Background: an optimization exercise with open tools, aiming at small area. Do not read the settings as production practice.
Function was checked by simulation only, so behaviour that the tests miss may differ from the original.
Power figures rest on the tool's default switching activity, not on a simulated workload.

### design/flow/run.sh
#!/bin/bash
# synth_recipe.tcl (not shown) runs the flow's synth.tcl, then flattens the netlist and writes it again
# the make line also repeats each setting of config.mk as NAME=value (left out here)
make -C /OpenROAD-flow-scripts/flow DESIGN_CONFIG=/design/flow/config.mk WORK_HOME=/design/flow/orfs CLKGATE_MAP_FILE= SYNTH_SCRIPT=/design/flow/synth_recipe.tcl finish
### design/flow/config.mk
export PLATFORM = sky130hd
export DESIGN_NAME = Top_project
export DESIGN_NICKNAME = Top_project
export VERILOG_FILES = /design/flow/design.v
export SDC_FILE = /design/flow/constraint.sdc
export NUM_CORES = 4
export LEC_CHECK = 0
export CAP_MARGIN = 20
export CORE_MARGIN = 2
export CORE_UTILIZATION = 40
export SLEW_MARGIN = 20
### design/flow/constraint.sdc
create_clock -name core_clock -period 12.0 [get_ports {clk}]
set_input_delay 2.4000 -clock core_clock [delete_from_list [all_inputs] [get_ports {clk}]]
set_output_delay 2.4000 -clock core_clock [all_outputs]
set_load 0.01 [all_outputs]
### design/flow/design.v
`timescale 1ns / 1ps
module Top_project (
    input clk,
    input reset,
    input [1:0] sw,
    input btnL,
    btnR,
    btnU,
    btnD,
    input rx,
    output tx,
    output [3:0] led,
    output [3:0] fnd_comm,
    output [7:0] fnd_font
);
    wire mode = sw[1];
    assign led = mode ? (sw[0] ? 4'b1000 : 4'b0100) : (sw[0] ? 4'b0010 : 4'b0001);
    reg started;
    reg [6:0] cp;
    always @(posedge clk, posedge reset) begin
        if (reset) begin
            started <= 1'b0;
            cp <= 7'd0;
        end else begin
            started <= 1'b1;
            if (started) cp <= cp + 7'd1;
        end
    end
    wire t4 = &cp[1:0];
    wire [2:0] sel = cp[6:4];
    reg [5:0] bc;
    always @(posedge clk, posedge reset) begin
        if (reset) bc <= 6'd0;
        else if (bc == 6'd53) bc <= 6'd0;
        else bc <= bc + 6'd1;
    end
    wire tick = started & (bc == 6'd0);
    reg [7:0] rn;
    reg [7:0] rdata;
    wire r_idle = (rn[7:4] == 4'd0) & ~rn[3];
    wire r_end = tick & (rn == 8'd167);
    wire r_sample = tick & (rn[3:0] == 4'hf) & (rn[7:4] != 4'd0) & (rn[7:4] <= 4'd8);
    always @(posedge clk, posedge reset) begin
        if (reset) rn <= 8'd0;
        else if (r_idle) begin
            if (!rx) rn <= 8'd8;
        end else if (r_end) rn <= 8'd0;
        else if (tick) rn <= rn + 8'd1;
    end
    always @(posedge clk) begin
        if (r_sample) rdata <= {rx, rdata[7:1]};
    end
    reg rf;
    always @(posedge clk, posedge reset) begin
        if (reset) rf <= 1'b0;
        else if (r_end) rf <= 1'b1;
        else if (tick) rf <= 1'b0;
    end
    wire t_load = rf & (bc == 6'd4);
    wire c_pulse = rf & (bc == 6'd5);
    reg [7:0] tn;
    reg [7:0] tdata;
    reg tx_reg;
    wire [3:0] th = tn[7:4];
    wire t_idle = th[3] & th[1];
    always @(posedge clk, posedge reset) begin
        if (reset) begin
            tn <= 8'd160;
            tx_reg <= 1'b1;
        end else begin
            if (t_load) tn <= 8'd0;
            else if (tick & ~t_idle) tn <= tn + 8'd1;
            tx_reg <= (th[3] & (th[1] | th[0])) | ((th != 4'd0) & tdata[0]);
        end
    end
    always @(posedge clk) begin
        if (t_load) tdata <= rdata;
        else if (tick & (tn[3:0] == 4'hf) & (th != 4'd0)) tdata <= {1'b0, tdata[7:1]};
    end
    assign tx = tx_reg;
    wire cmd_hi = (rdata[7:6] == 2'b01);
    wire [3:0] cl = rdata[3:0];
    wire c_L = c_pulse & cmd_hi & ((rdata[4] & cl == 4'h2) | (~rdata[4] & cl == 4'h8));
    wire c_R = c_pulse & cmd_hi & ~rdata[4] & (cl == 4'h3);
    wire c_U = c_pulse & cmd_hi & rdata[4] & (cl == 4'h3);
    wire c_D = c_pulse & cmd_hi & ~rdata[4] & (cl == 4'hd);
    wire d_L, d_R, d_U, d_D;
    debounce U_dL (.clk(clk), .reset(reset), .t4(t4), .i_btn(btnL), .o_btn(d_L));
    debounce U_dR (.clk(clk), .reset(reset), .t4(t4), .i_btn(btnR), .o_btn(d_R));
    debounce U_dU (.clk(clk), .reset(reset), .t4(t4), .i_btn(btnU), .o_btn(d_U));
    debounce U_dD (.clk(clk), .reset(reset), .t4(t4), .i_btn(btnD), .o_btn(d_D));
    wire b_L = d_L | c_L;
    wire b_R = d_R | c_R;
    wire b_U = d_U | c_U;
    wire b_D = d_D | c_D;
    reg s_run, s_clr;
    always @(posedge clk, posedge reset) begin
        if (reset) begin
            s_run <= 1'b0;
            s_clr <= 1'b0;
        end else if (!mode) begin
            if (s_run) begin
                if (b_L) s_run <= 1'b0;
            end else if (s_clr) begin
                if (!b_R) s_clr <= 1'b0;
            end else if (b_L) s_run <= 1'b1;
            else if (b_R) s_clr <= 1'b1;
        end
    end
    reg [1:0] sd;
    reg s_tick;
    always @(posedge clk, posedge reset) begin
        if (reset) begin
            sd <= 2'd0;
            s_tick <= 1'b0;
        end else if (s_clr) begin
            sd <= 2'd0;
            s_tick <= 1'b0;
        end else if (s_run) begin
            sd <= sd + 2'd1;
            s_tick <= &sd;
        end
    end
    wire [3:0] s_ms1, s_ms10, s_s1, s_m1, s_h1;
    wire [2:0] s_s10, s_m10;
    wire [1:0] s_h10;
    wire s_c0, s_c1, s_c2;
    bcd_cnt #(.T(9), .WT(4), .TT(9)) S_MS (.clk(clk), .reset(reset), .clr(s_clr), .inc(s_tick),
        .ones(s_ms1), .tens(s_ms10), .carry(s_c0));
    bcd_cnt #(.T(9), .WT(3), .TT(5)) S_S (.clk(clk), .reset(reset), .clr(s_clr), .inc(s_c0),
        .ones(s_s1), .tens(s_s10), .carry(s_c1));
    bcd_cnt #(.T(9), .WT(3), .TT(5)) S_M (.clk(clk), .reset(reset), .clr(s_clr), .inc(s_c1),
        .ones(s_m1), .tens(s_m10), .carry(s_c2));
    bcd_cnt #(.T(3), .WT(2), .TT(2)) S_H (.clk(clk), .reset(reset), .clr(s_clr), .inc(s_c2),
        .ones(s_h1), .tens(s_h10), .carry());
    reg [1:0] ws;
    always @(posedge clk, posedge reset) begin
        if (reset) ws <= 2'd0;
        else if (mode) begin
            case (ws)
                2'd0: ws <= b_U ? 2'd1 : b_D ? 2'd2 : b_L ? 2'd3 : 2'd0;
                2'd1: if (!b_U) ws <= 2'd0;
                2'd2: if (!b_D) ws <= 2'd0;
                2'd3: if (!b_L) ws <= 2'd0;
            endcase
        end
    end
    wire [3:0] w_ms1, w_ms10, w_s1, w_m1, w_h1;
    wire [2:0] w_s10, w_m10;
    wire [1:0] w_h10;
    wire w_c0, w_c1, w_c2;
    bcd_cnt #(.T(9), .WT(4), .TT(9)) W_MS (.clk(clk), .reset(reset), .clr(1'b0), .inc(t4),
        .ones(w_ms1), .tens(w_ms10), .carry(w_c0));
    bcd_cnt #(.T(9), .WT(3), .TT(5)) W_S (.clk(clk), .reset(reset), .clr(1'b0),
        .inc(w_c0 | (ws == 2'd1)), .ones(w_s1), .tens(w_s10), .carry(w_c1));
    bcd_cnt #(.T(9), .WT(3), .TT(5)) W_M (.clk(clk), .reset(reset), .clr(1'b0),
        .inc(w_c1 | (ws == 2'd2)), .ones(w_m1), .tens(w_m10), .carry(w_c2));
    bcd_cnt #(.T(3), .WT(2), .TT(2), .R1(2), .R10(1)) W_H (.clk(clk), .reset(reset), .clr(1'b0),
        .inc(w_c2 | (ws == 2'd3)), .ones(w_h1), .tens(w_h10), .carry());
    assign fnd_comm = ~(4'b0001 << sel[1:0]);
    wire [3:0] ms1 = mode ? w_ms1 : s_ms1;
    wire [3:0] ms10 = mode ? w_ms10 : s_ms10;
    wire [3:0] s1 = mode ? w_s1 : s_s1;
    wire [2:0] s10 = mode ? w_s10 : s_s10;
    wire [3:0] m1 = mode ? w_m1 : s_m1;
    wire [2:0] m10 = mode ? w_m10 : s_m10;
    wire [3:0] h1 = mode ? w_h1 : s_h1;
    wire [1:0] h10 = mode ? w_h10 : s_h10;
    reg [3:0] digit;
    always @(*) begin
        case ({sw[0], sel[1:0]})
            3'd0: digit = ms1;
            3'd1: digit = ms10;
            3'd2: digit = s1;
            3'd3: digit = {1'b0, s10};
            3'd4: digit = m1;
            3'd5: digit = m10;
            3'd6: digit = h1;
            default: digit = {2'b00, h10};
        endcase
    end
    reg [6:0] seg;
    always @(*) begin
        case (digit)
            4'd0: seg = 7'h40;
            4'd1: seg = 7'h79;
            4'd2: seg = 7'h24;
            4'd3: seg = 7'h30;
            4'd4: seg = 7'h19;
            4'd5: seg = 7'h12;
            4'd6: seg = 7'h02;
            4'd7: seg = 7'h78;
            4'd8: seg = 7'h00;
            default: seg = 7'h10;
        endcase
    end
    wire dot = (sel[1:0] == 2'd2) & (ms10 < 4'd5);
    assign fnd_font = sel[2] ? {~dot, 7'h7f} : {1'b1, seg};
endmodule
module debounce (
    input clk,
    input reset,
    input t4,
    input i_btn,
    output o_btn
);
    reg [3:0] n;
    always @(posedge clk, posedge reset) begin
        if (reset) n <= 4'd0;
        else if (n == 4'd8) n <= 4'd9;
        else if (t4) begin
            if (!i_btn) n <= 4'd0;
            else if (n != 4'd9) n <= n + 4'd1;
        end
    end
    assign o_btn = (n == 4'd8);
endmodule
module bcd_cnt #(
    parameter T = 9,
    parameter WT = 4,
    parameter TT = 9,
    parameter R1 = 0,
    parameter R10 = 0
) (
    input clk,
    input reset,
    input clr,
    input inc,
    output reg [3:0] ones,
    output [WT-1:0] tens,
    output reg carry
);
    reg [WT-1:0] t;
    assign tens = t;
    wire top = (t == TT) & (ones == T);
    always @(posedge clk, posedge reset) begin
        if (reset) begin
            ones <= R1;
            t <= R10;
            carry <= 1'b0;
        end else if (clr) begin
            ones <= 4'd0;
            t <= 0;
            carry <= 1'b0;
        end else begin
            carry <= inc & top;
            if (inc) begin
                if (top) begin
                    ones <= 4'd0;
                    t <= 0;
                end else if (ones == 4'd9) begin
                    ones <= 4'd0;
                    t <= t + 1'b1;
                end else ones <= ones + 4'd1;
            end
        end
    end
endmodule
==> run notes <==
- Status: complete, no violations
- CTS Buffer Depth: 2
- CP max stage cell: mux4_2
- H-tree levels: 4
- Hold Buf Count CTS: 0
- Skew final: 8.760 ps
- Drt via density: 5.211
- Total gr overflow: 0
- CP most frequent cell: clkdlybuf4s50_1
- Largest net degree at the start of global routing: 65
- Layout net count: 884
- Req. time, crit path: 9600 ps
- Worst setup path class: in2out
- Final Hold Vio Count: 0
- Clock latency on the worst-skew pair: 410 ps
- Mean post-synth cell area: approximately 9.7 sq um
- Layout cells sized above 1: 0.07288
- Post-synthesis instance total: between 700 and 800
- Slowest stage delay, CP: 540 ps
- Core area: 18830 sq um
- Worst-path cell chain: clkdlybuf4s50_1 -> buf_4 -> mux4_2 -> nor2b_4 -> o41ai_4 -> inv_1 -> ha_1 -> nor3_1 -> a211oi_2 -> clkdlybuf4s50_1
- # diodes: 0
- Worst Hold Class: reg2reg
- GRT Total Usage: 0.1623
- Die Span X: ~140 um
- Final-report setup violation count: 0
- Dominant synthesized flop cell: dfrtp_1
- Min Tclk post-route: 7789 ps
- Ys Warns: 6
- Arrival time at the worst endpoint: 5390 ps
- Area leader, netlist: dfrtp_1
- Row cnt: 50
- Highest clock rate: between 100 and 150 MHz
- Drt first pass iters: 5
- CP bufs+invs: 4
- Syn-to-layout area delta: 12.31%
- Distinct cells, synth: 75
- # DRC: 0
- CTS tree: done
- DR WL/cell: 13.91 um
- Initial antenna violation count: 0
- Routed Antenna Nets: 0
- Tcrit/Tclk final: 0.6491
- Post-synth top cells: dfrtp_1, nor2_1, nand2_1, ha_1, o21ai_0
- Setup TNS Final: 0 ps
- Die height: 143.0 um
- Post-CTS Resized: 0
- Die area: 20440 sq um
- Most frequent cell after synthesis: dfrtp_1
- # IOs: 26
- Port Buffer Count: 25
- Worst Setup End Kind: output pin
- Synth Net Count: about 860
- Vias after detailed routing: 5716
- TritonCTS Sinks: 133
- Synth Cell Area: 7726 sq um
- Pwr dens: between 150 and 200 nW/um^2
- Top-area cell type share of the netlist area: 0.3628
- Post-CTS setup buffer count: 0
- Initial Util: 0.4103
- Reg clk slew, reported paths: 50 ps
- Worst slew pin tran: 1032 ps
- Root Driver: clkbuf_16
- Detailed Route WL: between 15 and 20 mm
- MaxCap Viol Count: 0
- Synth Register Bits: 133
- Post-DP HPWL: 10.77 mm
- Post-synth EDFFs: 16
- Relative slew slack: 0.3065
- Vias in the first global route: around 5500
- Fill cell count: 1771
- RSZ-0062 raised after global routing: false
- Seq/Total Area, Yosys: 0.4419
- Routability cong.: 0.8275
- Synth top area cells: dfrtp_1, ha_1, edfxtp_1
- First-pass GRT wire length: 26.40 mm
- Slew Viols, Final: 0
- Asr flop ratio synth: 0.8797
- Startpoint Class: input port
- Top cell family by delay on the critical path: buffers and inverters
- Worst vdd ir: 0.00009437 V
- Leakage power: between 3 and 4 nW
- Violation count after the first detailed-route iteration: 274
- CP max FO: 22
- Total chip power: 0.001658 W
- TritonCTS buffer count: 17
==> per-stage QoR <==
step	setup WS (ps)	hold slack [ps]	std cells	utilization	instance area, sq um
2_1_floorplan	5422	422.2	799	-	7726
3_3_place_gp	4244	444.1	1067	0.4331	8155
3_5_place_dp	4204	446.5	1067	0.4331	8155
4_1_cts	4187	459.4	1097	0.4608	8677
5_1_grt	4024	487.7	1097	0.4608	8677
6_report	4211	457.2	1097	0.4608	8677
==> worst register-to-register path: stages (launching register included) <==
cell and delay (ps):
dfrtp_1 430, inv_1 100, ha_1 130, nor4b_2 320
nand3_1 300, nor3_1 910
==> report_power, final <==
group / total, W / leakage, nW / internal [W] / switching, W
Sequential: 0.000664 / 1.62 / 0.000539 / 0.000125
Combinational: 0.000529 / 1.80 / 0.000256 / 0.000273
Clock: 0.000465 / 0.256 / 0.000283 / 0.000183
Total: 0.00166 / 3.68 / 0.00108 / 0.000581
==> worst paths after layout <==
check                                   start                       to  cells past startpoint  slack [ps]
setup / recovery                        sw[0]              fnd_font[3]                     10        4210
hold / removal             rdata[5]$_DFFE_PP_       rdata[4]$_DFFE_PP_                      0         460
setup reg to reg              bc[0]$_DFF_PP0_       rdata[2]$_DFFE_PP_                      5        9420
hold reg to reg            rdata[5]$_DFFE_PP_       rdata[4]$_DFFE_PP_                      0         460
max in group asynchronous               reset  W_M.ones[2]$_DFFE_PP0N_                      3        8290
min in group asynchronous               reset        rn[5]$_DFFE_PP0P_                      2        2500
==> logic make-up (layout without fill, tap and decap cells) <==
kind of cell / count (synthesis) / after routing / synth area share
XOR/XNOR: 23 / 23 / 0.02607
AO/OA/AOI/OAI: 163 / 163 / 0.1370
AND/OR/NAND/NOR: 332 / 332 / 0.2128
other: 1 / 1 / 0.0004854
buffers and inverters: 60 / 98 / 0.04097
multiplexers: 38 / 38 / 0.06138
adder cells (fa/ha/maj): 49 / 49 / 0.07935
flip-flops: 133 / 133 / 0.4419
==> cell type report <==
cell class / instances / area [sq um] / area share
Multi-Input combinational cell: 606 / 3995 / 0.4604
Inverter: 40 / 152.6 / 0.01759
Sequential cell: 133 / 3415 / 0.3935
Clock buffer: 26 / 499.2 / 0.05753
Timing Repair Buffer: 28 / 267.8 / 0.03086
Clock inverter: 4 / 22.52 / 0.002596
Tap cell: 260 / 325.3 / 0.03749
==> placed cells by master (no fill, tap or decap), types with 4 or more instances in the layout <==
cell / instances
dfrtp_1: 112
nor2_1: 91
nand2_1: 85
o21ai_0: 49
ha_1: 49
a21oi_1: 41
inv_1: 39
nor3_1: 33
nand3_1: 28
clkdlybuf4s50_1: 24
nor2b_1: 19
clkbuf_16: 17
nand2b_1: 16
edfxtp_1: 16
nor3b_1: 15
mux2i_1: 14
a21o_1: 13
o21ai_1: 12
xnor2_1: 12
mux2_1: 12
xor2_1: 11
nand3b_1: 7
and3_1: 6
nand4_1: 6
and2_1: 6
mux2_2: 6
dfstp_2: 5
a31oi_1: 5
o31ai_1: 5
clkbuf_1: 5
nand4b_1: 4
a211o_1: 4
mux4_2: 4
a221o_1: 4
clkbuf_8: 4
==> routing by layer <==
layer,track usage,routed length [um]
met1,0.2157,7283
met2,0.2647,7244
met3,0.03789,531
met4,0.04794,198
met5,0,0

-- afterwards: timing with drivers on the ports --
In the flow no input, the clock included, has a driving cell. The finished layout below was timed again as built, in two steps.
Step 1 (the two cells are an assumption about what drives the block):
set clk [get_ports {clk}]
set_driving_cell -lib_cell sky130_fd_sc_hd__clkbuf_16 $clk
set_driving_cell -lib_cell sky130_fd_sc_hd__buf_2 [delete_from_list [all_inputs] $clk]
Step 2 moves the port delays by t, midway between the first and last clock arrival at a register: inputs arrive t later, outputs are due t later. That takes back most of the time a late clock gives input paths.
Slacks: ideal ports / drivers / drivers and shift; pairs: ideal ports / drivers.
t (ns): 0.450
setup slack, ns: 4.211 / 4.186 / 4.186
hold slack, ns: 0.457 / 0.457 / 0.457
clock arrival spread, ns: 0.009 / 0.009
After both steps this run still meets setup and hold. The setup slack of this run moves by -0.025 ns with the drivers and by -0.025 ns with both steps.
